What follows belongs to an exercise in optimizing a design on an open flow for small area; a production flow would make more cautious choices.
Function was checked by simulation only, so behaviour that the tests miss may differ from the original.
Power is estimated from default activity; no workload was simulated.

==> inputs of job 6504 <==
==> flow/design.v <==
module rf_aoi222 (input logic a1, a2, b1, b2, c1, c2, output logic y);
  assign y = ~((a1 & a2) | (b1 & b2) | (c1 & c2));
endmodule
module rf_nand2 (input logic a, b, output logic y);
  assign y = ~(a & b);
endmodule
module rf_nand3 (input logic a, b, c, output logic y);
  assign y = ~(a & b & c);
endmodule
module rf_nand4 (input logic a, b, c, d, output logic y);
  assign y = ~(a & b & c & d);
endmodule
module rf_or2 (input logic a, b, output logic y);
  assign y = a | b;
endmodule
module rf_or3 (input logic a, b, c, output logic y);
  assign y = a | b | c;
endmodule
module rf_or4 (input logic a, b, c, d, output logic y);
  assign y = a | b | c | d;
endmodule
module rf_mux_bit #(parameter int N = 34) (
  input  logic [N-1:0] s,
  input  logic [N-1:0] d,
  output logic         y
);
  localparam int A3 = N / 3;                 
  localparam int G1 = A3 + N % 3;            
  localparam int G2 = (G1 + 3) / 4;          
  logic [G1-1:0] l1;                         
  logic [G2-1:0] l2;                         
  genvar g;
  generate
    for (g = 0; g < G1; g++) begin : g_l1
      if (g < A3) begin : g3
        rf_aoi222 u (.a1(s[3*g]), .a2(d[3*g]), .b1(s[3*g+1]), .b2(d[3*g+1]),
                     .c1(s[3*g+2]), .c2(d[3*g+2]), .y(l1[g]));
      end else begin : g1
        rf_nand2 u (.a(s[3*A3+g-A3]), .b(d[3*A3+g-A3]), .y(l1[g]));
      end
    end
    for (g = 0; g < G2; g++) begin : g_l2
      if (4 * g + 3 < G1) begin : g4
        rf_nand4 u (.a(l1[4*g]), .b(l1[4*g+1]), .c(l1[4*g+2]), .d(l1[4*g+3]), .y(l2[g]));
      end else if (4 * g + 2 < G1) begin : g3
        rf_nand3 u (.a(l1[4*g]), .b(l1[4*g+1]), .c(l1[4*g+2]), .y(l2[g]));
      end else begin : g2
        rf_nand2 u (.a(l1[4*g]), .b(l1[4*g+1]), .y(l2[g]));
      end
    end
    if (G2 == 4) begin : g_o4
      rf_or4 u (.a(l2[0]), .b(l2[1]), .c(l2[2]), .d(l2[3]), .y(y));
    end else if (G2 == 3) begin : g_o3
      rf_or3 u (.a(l2[0]), .b(l2[1]), .c(l2[2]), .y(y));
    end else begin : g_o2
      rf_or2 u (.a(l2[0]), .b(l2[1]), .y(y));
    end
  endgenerate
endmodule
module rf_mux #(parameter int N = 34) (
  input  logic [N-1:0]    s,
  input  logic [N*32-1:0] d,                 
  output logic [31:0]     y
);
  genvar b, i;
  generate
    for (b = 0; b < 32; b++) begin : g_bit
      logic [N-1:0] col;
      for (i = 0; i < N; i++) begin : g_col
        assign col[i] = d[32*i + b];
      end
      rf_mux_bit #(.N(N)) u (.s(s), .d(col), .y(y[b]));
    end
  endgenerate
endmodule
module Core (
  input  logic        clock,
  input  logic        reset,
  output logic [31:0] imem_addr,
  input  logic [31:0] imem_rdata,
  output logic        dmem_req,
  output logic [31:0] dmem_addr,
  input  logic [31:0] dmem_rdata,
  output logic        wb_valid,
  output logic [4:0]  wb_addr,
  output logic [31:0] wb_data
);
  localparam logic [1:0] C_LOAD = 2'b00;
  localparam logic [1:0] C_OPIMM = 2'b01;
  localparam logic [1:0] C_JAL = 2'b10;
  localparam logic [1:0] C_OP = 2'b11;
  logic [29:0] pc;
  logic        d_v;
  logic [1:0]  d_cls;
  logic [31:7] d_f;
  logic        e_v;
  logic [1:0]  e_cls;
  logic [4:0]  e_rd;
  logic [31:12] e_f;
  logic [31:0] e_a;       
  logic        m_v;
  logic        m_ld;
  logic [4:0]  m_rd;
  logic [31:0] m_res;
  logic        w_v;
  logic [4:0]  w_rd;
  logic [31:0] w_data;
  logic [31:0] rf [1:31];
  logic [4:0] d_rs1, d_rs2, d_rd;
  logic d_op, d_opimm, d_load, d_jal;
  assign d_rs1 = d_f[19:15];
  assign d_rs2 = d_f[24:20];
  assign d_rd  = d_f[11:7];
  assign d_op    = d_v & (d_cls == C_OP);
  assign d_opimm = d_v & (d_cls == C_OPIMM);
  assign d_load  = d_v & (d_cls == C_LOAD);
  assign d_jal   = d_v & (d_cls == C_JAL);
  logic e_load;
  assign e_load = e_v & (e_cls == C_LOAD);
  logic wbh1, wbh2, lu1, lu2;
  assign wbh1 = (d_rs1 == w_rd) & (d_rs1 != e_rd) & (d_rs1 != m_rd) & w_v & (w_rd != 5'd0);
  assign wbh2 = (d_rs2 == w_rd) & (d_rs2 != e_rd) & (d_rs2 != m_rd) & w_v & (w_rd != 5'd0);
  assign lu1  = e_load & (d_rs1 == e_rd);
  assign lu2  = e_load & (d_rs2 == e_rd);
  logic stall, flush;
  assign stall = (d_op & (wbh1 | wbh2 | lu1 | lu2)) | ((d_opimm | d_load) & (wbh1 | lu1));
  assign flush = e_v & (e_cls == C_JAL);
  logic fa_m, fa_w, fb_m, fb_w;
  assign fa_m = (d_op | d_opimm) & (d_rs1 == e_rd) & (e_rd != 5'd0) & e_v;
  assign fa_w = (d_op | d_opimm) & (d_rs1 == m_rd) & (m_rd != 5'd0) & m_v & ~fa_m;
  assign fb_m = d_op & (d_rs2 == e_rd) & (e_rd != 5'd0) & e_v;
  assign fb_w = d_op & (d_rs2 == m_rd) & (m_rd != 5'd0) & m_v & ~fb_m;
  logic [31:0]      alu, w_next;
  logic [33:0]      ra_s;
  logic [34*32-1:0] ra_d;
  logic [31:0]      rs1_val;
  always_comb begin
    for (int k = 1; k < 32; k++) begin
      ra_s[k-1] = (d_rs1 == 5'(k)) & ~d_jal & ~fa_m & ~fa_w;
      ra_d[32*(k-1) +: 32] = rf[k];
    end
    ra_s[31] = d_jal;
    ra_d[32*31 +: 32] = {pc, 2'b00};
    ra_s[32] = fa_m;
    ra_d[32*32 +: 32] = alu;
    ra_s[33] = fa_w;
    ra_d[32*33 +: 32] = w_next;
  end
  rf_mux #(.N(34)) u_rd_a (.s(ra_s), .d(ra_d), .y(rs1_val));
  logic [4:0] e_rs2;
  logic e_jal;
  assign e_rs2 = e_f[24:20];
  assign e_jal = e_v & (e_cls == C_JAL);
  logic e_fbm, e_fbw;     
  logic [29:0] jal_off;   
  assign jal_off = {{12{e_f[31]}}, e_f[19:12], e_f[20], e_f[30:22]} - 30'd1;
  logic [31:0] op_a, op_b, imm;
  assign op_a = e_a;
  assign imm = (e_cls == C_JAL) ? {jal_off, 2'b00} : {{20{e_f[31]}}, e_f[31:20]};
  logic [33:0]      rb_s;
  logic [34*32-1:0] rb_d;
  always_comb begin
    for (int k = 1; k < 32; k++) begin
      rb_s[k-1] = (e_rs2 == 5'(k)) & (e_cls == C_OP) & ~e_fbm & ~e_fbw;
      rb_d[32*(k-1) +: 32] = rf[k];
    end
    rb_s[31] = e_fbm;
    rb_d[32*31 +: 32] = m_res;
    rb_s[32] = e_fbw;
    rb_d[32*32 +: 32] = w_data;
    rb_s[33] = (e_cls != C_OP);
    rb_d[32*33 +: 32] = imm;
  end
  rf_mux #(.N(34)) u_rd_b (.s(rb_s), .d(rb_d), .y(op_b));
  logic sub, slt, lt;
  logic [31:0] sum;
  assign sub = (e_cls == C_OP) & (e_f[30] | e_f[13]);
  assign slt = (e_cls == C_OP) & e_f[13];
  logic [31:0] bx, g0, p0;
  assign bx = sub ? ~op_b : op_b;
  assign g0 = op_a & bx;
  assign p0 = op_a ^ bx;
  logic [31:0] G;       
  always_comb begin
    logic [31:0] g, p;
    g = g0; p = p0;
    g[0] = g0[0] | (p0[0] & sub);
    for (int l = 0; l < 5; l++)
      for (int i = 0; i < 32; i++)
        if ((i + 1) % (2 << l) == 0) begin
          g[i] = g[i] | (p[i] & g[i-(1<<l)]);
          p[i] = p[i] & p[i-(1<<l)];
        end
    for (int l = 3; l >= 0; l--)
      for (int i = 0; i < 32; i++)
        if (i >= (3 << l) - 1 && (i + 1 - (3 << l)) % (2 << l) == 0) begin
          g[i] = g[i] | (p[i] & g[i-(1<<l)]);
          p[i] = p[i] & p[i-(1<<l)];
        end
    G = g;
  end
  assign sum = p0 ^ {G[30:0], sub};
  assign lt  = (op_a[31] ^ op_b[31]) ? op_a[31] : sum[31];
  assign alu = slt ? {31'd0, lt} : sum;
  always_ff @(posedge clock) begin
    if (reset)
      pc <= 30'd0;
    else if (flush)
      pc <= sum[31:2];
    else if (!stall)
      pc <= pc + 30'd1;
  end
  always_ff @(posedge clock) begin
    d_v <= ~(reset | flush);
    if (!stall) begin
      d_cls <= imem_rdata[5:4];
      d_f   <= imem_rdata[31:7];
    end
  end
  logic e_go;
  assign e_go = d_v & ~stall & ~flush & ~reset;
  always_ff @(posedge clock) begin
    e_v   <= e_go;
    e_rd  <= e_go ? d_rd : 5'd0;
    e_cls <= d_cls;
    e_f   <= d_f[31:12];
    e_a   <= rs1_val;
    e_fbm <= fb_m;
    e_fbw <= fb_w;
  end
  always_ff @(posedge clock) begin
    m_v   <= e_v;
    m_ld  <= (e_cls == C_LOAD);
    m_rd  <= e_rd;
    m_res <= e_jal ? e_a : alu;
  end
  assign w_next = m_ld ? dmem_rdata : m_res;
  always_ff @(posedge clock) begin
    w_v    <= m_v;
    w_rd   <= m_rd;
    w_data <= w_next;
  end
  logic [31:0] rf_wdata;
  assign rf_wdata = reset ? 32'd0 : w_data;
  genvar i;
  generate
    for (i = 1; i < 32; i++) begin : g_rf
      always_ff @(posedge clock) begin
        if (reset | (w_v & (w_rd == i)))
          rf[i] <= rf_wdata;
      end
    end
  endgenerate
  assign imem_addr = {pc, 2'b00};
  assign dmem_req  = m_v & m_ld;
  assign dmem_addr = m_res;
  assign wb_valid  = w_v;
  assign wb_addr   = w_rd;
  assign wb_data   = w_data;
endmodule
==> flow/flow/run.sh <==
#!/bin/bash
# Layout flow: the standard ORFS flow, with two changes of how the layout
# is built (the design, clock period and constraints are unchanged):
#  - ports are buffered with the smallest buffer cell instead of the default;
#  - clock tree synthesis clusters more sinks per leaf buffer and inserts no
#    dummy loads.
# Each tool's full output stays in orfs/logs/ (ORFS's own per-step logs) and
# the make output in flow_make.log, both in this work folder.
set -euo pipefail
export BUFFER_PORTS_ARGS="-buffer_cell sky130_fd_sc_hd__buf_1"
export CTS_ARGS="-sink_clustering_enable -repair_clock_nets -dont_use_dummy_load -sink_clustering_size 28 -sink_clustering_max_diameter 100 -buf_list sky130_fd_sc_hd__clkbuf_16"
bash standard.sh > flow_make.log 2>&1
==> flow/standard.sh <==
#!/bin/bash
# synth_recipe.tcl (not shown) runs the flow's synth.tcl, then flattens the netlist and writes it again
# the make line also repeats each setting of config.mk as NAME=value (left out here)
make -C /OpenROAD-flow-scripts/flow DESIGN_CONFIG=/design/flow/config.mk WORK_HOME=/design/flow/orfs CLKGATE_MAP_FILE= SYNTH_SCRIPT=/design/flow/synth_recipe.tcl "${@:-finish}"
==> flow/config.mk <==
export PLATFORM = sky130hd
export DESIGN_NAME = Core
export DESIGN_NICKNAME = Core
export VERILOG_FILES = /design/flow/design.v
export SDC_FILE = /design/flow/constraint.sdc
export NUM_CORES = 4
export LEC_CHECK = 0
export CAP_MARGIN = 20
export CORE_MARGIN = 2
export CORE_UTILIZATION = 66
export PLACE_DENSITY = 0.76
export SLEW_MARGIN = 20
export SYNTH_HIERARCHICAL = 1
==> flow/constraint.sdc <==
create_clock -name core_clock -period 8.0 [get_ports {clock}]
set_input_delay 1.6000 -clock core_clock [delete_from_list [all_inputs] [get_ports {clock}]]
set_output_delay 1.6000 -clock core_clock [all_outputs]
set_load 0.01 [all_outputs]
==> job 9409: changes against job 6504 <==
--- a/flow/design.v
+++ b/flow/design.v
@@ -137,5 +137,5 @@
   always_comb begin
     for (int k = 1; k < 32; k++) begin
-      ra_s[k-1] = (d_rs1 == 5'(k)) & ~d_jal & ~fa_m & ~fa_w;
+      ra_s[k-1] = (d_rs1 == k) & ~d_jal & ~fa_m & ~fa_w;
       ra_d[32*(k-1) +: 32] = rf[k];
     end
@@ -162,5 +162,5 @@
   always_comb begin
     for (int k = 1; k < 32; k++) begin
-      rb_s[k-1] = (e_rs2 == 5'(k)) & (e_cls == C_OP) & ~e_fbm & ~e_fbw;
+      rb_s[k-1] = (e_rs2 == k) & (e_cls == C_OP) & ~e_fbm & ~e_fbw;
       rb_d[32*(k-1) +: 32] = rf[k];
     end
@@ -177,28 +177,5 @@
   assign sub = (e_cls == C_OP) & (e_f[30] | e_f[13]);
   assign slt = (e_cls == C_OP) & e_f[13];
-  logic [31:0] bx, g0, p0;
-  assign bx = sub ? ~op_b : op_b;
-  assign g0 = op_a & bx;
-  assign p0 = op_a ^ bx;
-  logic [31:0] G;       
-  always_comb begin
-    logic [31:0] g, p;
-    g = g0; p = p0;
-    g[0] = g0[0] | (p0[0] & sub);
-    for (int l = 0; l < 5; l++)
-      for (int i = 0; i < 32; i++)
-        if ((i + 1) % (2 << l) == 0) begin
-          g[i] = g[i] | (p[i] & g[i-(1<<l)]);
-          p[i] = p[i] & p[i-(1<<l)];
-        end
-    for (int l = 3; l >= 0; l--)
-      for (int i = 0; i < 32; i++)
-        if (i >= (3 << l) - 1 && (i + 1 - (3 << l)) % (2 << l) == 0) begin
-          g[i] = g[i] | (p[i] & g[i-(1<<l)]);
-          p[i] = p[i] & p[i-(1<<l)];
-        end
-    G = g;
-  end
-  assign sum = p0 ^ {G[30:0], sub};
+  assign sum = op_a + (sub ? ~op_b : op_b) + {31'd0, sub};
   assign lt  = (op_a[31] ^ op_b[31]) ? op_a[31] : sum[31];
   assign alu = slt ? {31'd0, lt} : sum;
==> flow/run.sh (new file) <==
#!/bin/bash
# synth_recipe.tcl (not shown) runs the flow's synth.tcl, then flattens the netlist and writes it again
# the make line also repeats each setting of config.mk as NAME=value (left out here)
make -C /OpenROAD-flow-scripts/flow DESIGN_CONFIG=/design/flow/config.mk WORK_HOME=/design/flow/orfs CLKGATE_MAP_FILE= SYNTH_SCRIPT=/design/flow/synth_recipe.tcl finish
--- a/flow/config.mk
+++ b/flow/config.mk
@@ -8,6 +8,8 @@
 export CAP_MARGIN = 20
 export CORE_MARGIN = 2
-export CORE_UTILIZATION = 66
-export PLACE_DENSITY = 0.76
+export CORE_UTILIZATION = 50
+export CTS_CLUSTER_DIAMETER = 60
+export CTS_CLUSTER_SIZE = 30
+export PLACE_DENSITY = 0.6
 export SLEW_MARGIN = 20
 export SYNTH_HIERARCHICAL = 1
removed: flow/flow/run.sh
removed: flow/standard.sh
==> job 8250: changes against job 6504 <==
--- a/flow/flow/run.sh
+++ b/flow/flow/run.sh
@@ -9,4 +9,4 @@
 set -euo pipefail
 export BUFFER_PORTS_ARGS="-buffer_cell sky130_fd_sc_hd__buf_1"
-export CTS_ARGS="-sink_clustering_enable -repair_clock_nets -dont_use_dummy_load -sink_clustering_size 28 -sink_clustering_max_diameter 100 -buf_list sky130_fd_sc_hd__clkbuf_16"
+export CTS_ARGS="-sink_clustering_enable -repair_clock_nets -dont_use_dummy_load -sink_clustering_size 25 -sink_clustering_max_diameter 100 -buf_list sky130_fd_sc_hd__clkbuf_16"
 bash standard.sh > flow_make.log 2>&1
--- a/flow/config.mk
+++ b/flow/config.mk
@@ -8,6 +8,6 @@
 export CAP_MARGIN = 20
 export CORE_MARGIN = 2
-export CORE_UTILIZATION = 66
-export PLACE_DENSITY = 0.76
+export CORE_UTILIZATION = 58
+export PLACE_DENSITY = 0.68
 export SLEW_MARGIN = 20
 export SYNTH_HIERARCHICAL = 1
==> job 6333: changes against job 6504 <==
--- a/flow/flow/run.sh
+++ b/flow/flow/run.sh
@@ -9,4 +9,4 @@
 set -euo pipefail
 export BUFFER_PORTS_ARGS="-buffer_cell sky130_fd_sc_hd__buf_1"
-export CTS_ARGS="-sink_clustering_enable -repair_clock_nets -dont_use_dummy_load -sink_clustering_size 28 -sink_clustering_max_diameter 100 -buf_list sky130_fd_sc_hd__clkbuf_16"
+export CTS_ARGS="-sink_clustering_enable -repair_clock_nets -dont_use_dummy_load -sink_clustering_size 25 -sink_clustering_max_diameter 100 -buf_list sky130_fd_sc_hd__clkbuf_16"
 bash standard.sh > flow_make.log 2>&1
--- a/flow/config.mk
+++ b/flow/config.mk
@@ -8,6 +8,6 @@
 export CAP_MARGIN = 20
 export CORE_MARGIN = 2
-export CORE_UTILIZATION = 66
-export PLACE_DENSITY = 0.76
+export CORE_UTILIZATION = 50
+export PLACE_DENSITY = 0.6
 export SLEW_MARGIN = 20
 export SYNTH_HIERARCHICAL = 1
==> qor summary <==
item	job 9409	job 6333	job 6504	job 8250
Met2 wire length	81,100 microns	79,200 microns	71,600 microns	74,600 microns
Seq/Total Area, Yosys	69.0%	69.9%	69.9%	69.9%
Total of plain and repair buffers excluding clock buffers	308	304	318	300
Number of combinational gates with multiple inputs	1,893	1,747	1,747	1,747
Number of cells on the worst reg-to-reg path	21	25	25	28
Growth of design area from synthesis to finish	15.5%	9.82%	8.86%	9.11%
Overall power after layout	16,300 uW	14,000 uW	13,800 uW	14,000 uW
Flop2flop setup slack	590 ps	310 ps	700 ps	560 ps
Hold Path Origin	d_f[13]	d_f[14]	d_f[26]	d_f[30]
Max stage delay on crit path	940 ps	540 ps	700 ps	480 ps
Distinct cell type count of the synthesized netlist	74	54	54	54
Die boundary height	318 microns	316 microns	275 microns	294 microns
Critical path's slowest cell	sky130_fd_sc_hd__dfxtp_1	sky130_fd_sc_hd__o31ai_1	sky130_fd_sc_hd__dfxtp_1	sky130_fd_sc_hd__or3_1
Share of the synthesized area in the top cell type	62.1%	62.9%	62.9%	62.9%
Die Area	101,000 sq um	99,800 sq um	75,900 sq um	86,200 sq um
Met1 wire length	66,400 microns	64,900 microns	54,000 microns	60,100 microns
Clock buffers created by TritonCTS	85	53	48	53
Run status	finished clean	finished clean	finished clean	finished clean
Met1 Use GR	48.3%	47.4%	57.7%	53.0%
GR Util met3	11.7%	10.2%	17.2%	12.6%

## what the ideal ports hide
In the flow no input, the clock included, has a driving cell. The finished layouts below were timed again as built, in two steps.
Step 1 sets driving cells, clkbuf_16 on the clock port and buf_2 on the other inputs (assumed; they add their load-dependent delay and slew).
Step 2 also shifts input and output timing later by t, the mid clock arrival at the registers, as if the neighbouring blocks saw the same clock.
Three values: ideal, step 1, step 2; two values: the first two.
run	t (ns)	slack for setup (ns)	latest minus earliest clock arrival (ns)
job 6504	0.715	0.702 / 0.702 / 0.702	0.071 / 0.071
job 9409	0.774	0.592 / 0.592 / 0.592	0.036 / 0.035
job 8250	0.720	0.558 / 0.558 / 0.558	0.071 / 0.071
job 6333	0.742	0.313 / 0.313 / 0.313	0.035 / 0.035
After both steps setup and hold are still met in every run listed.
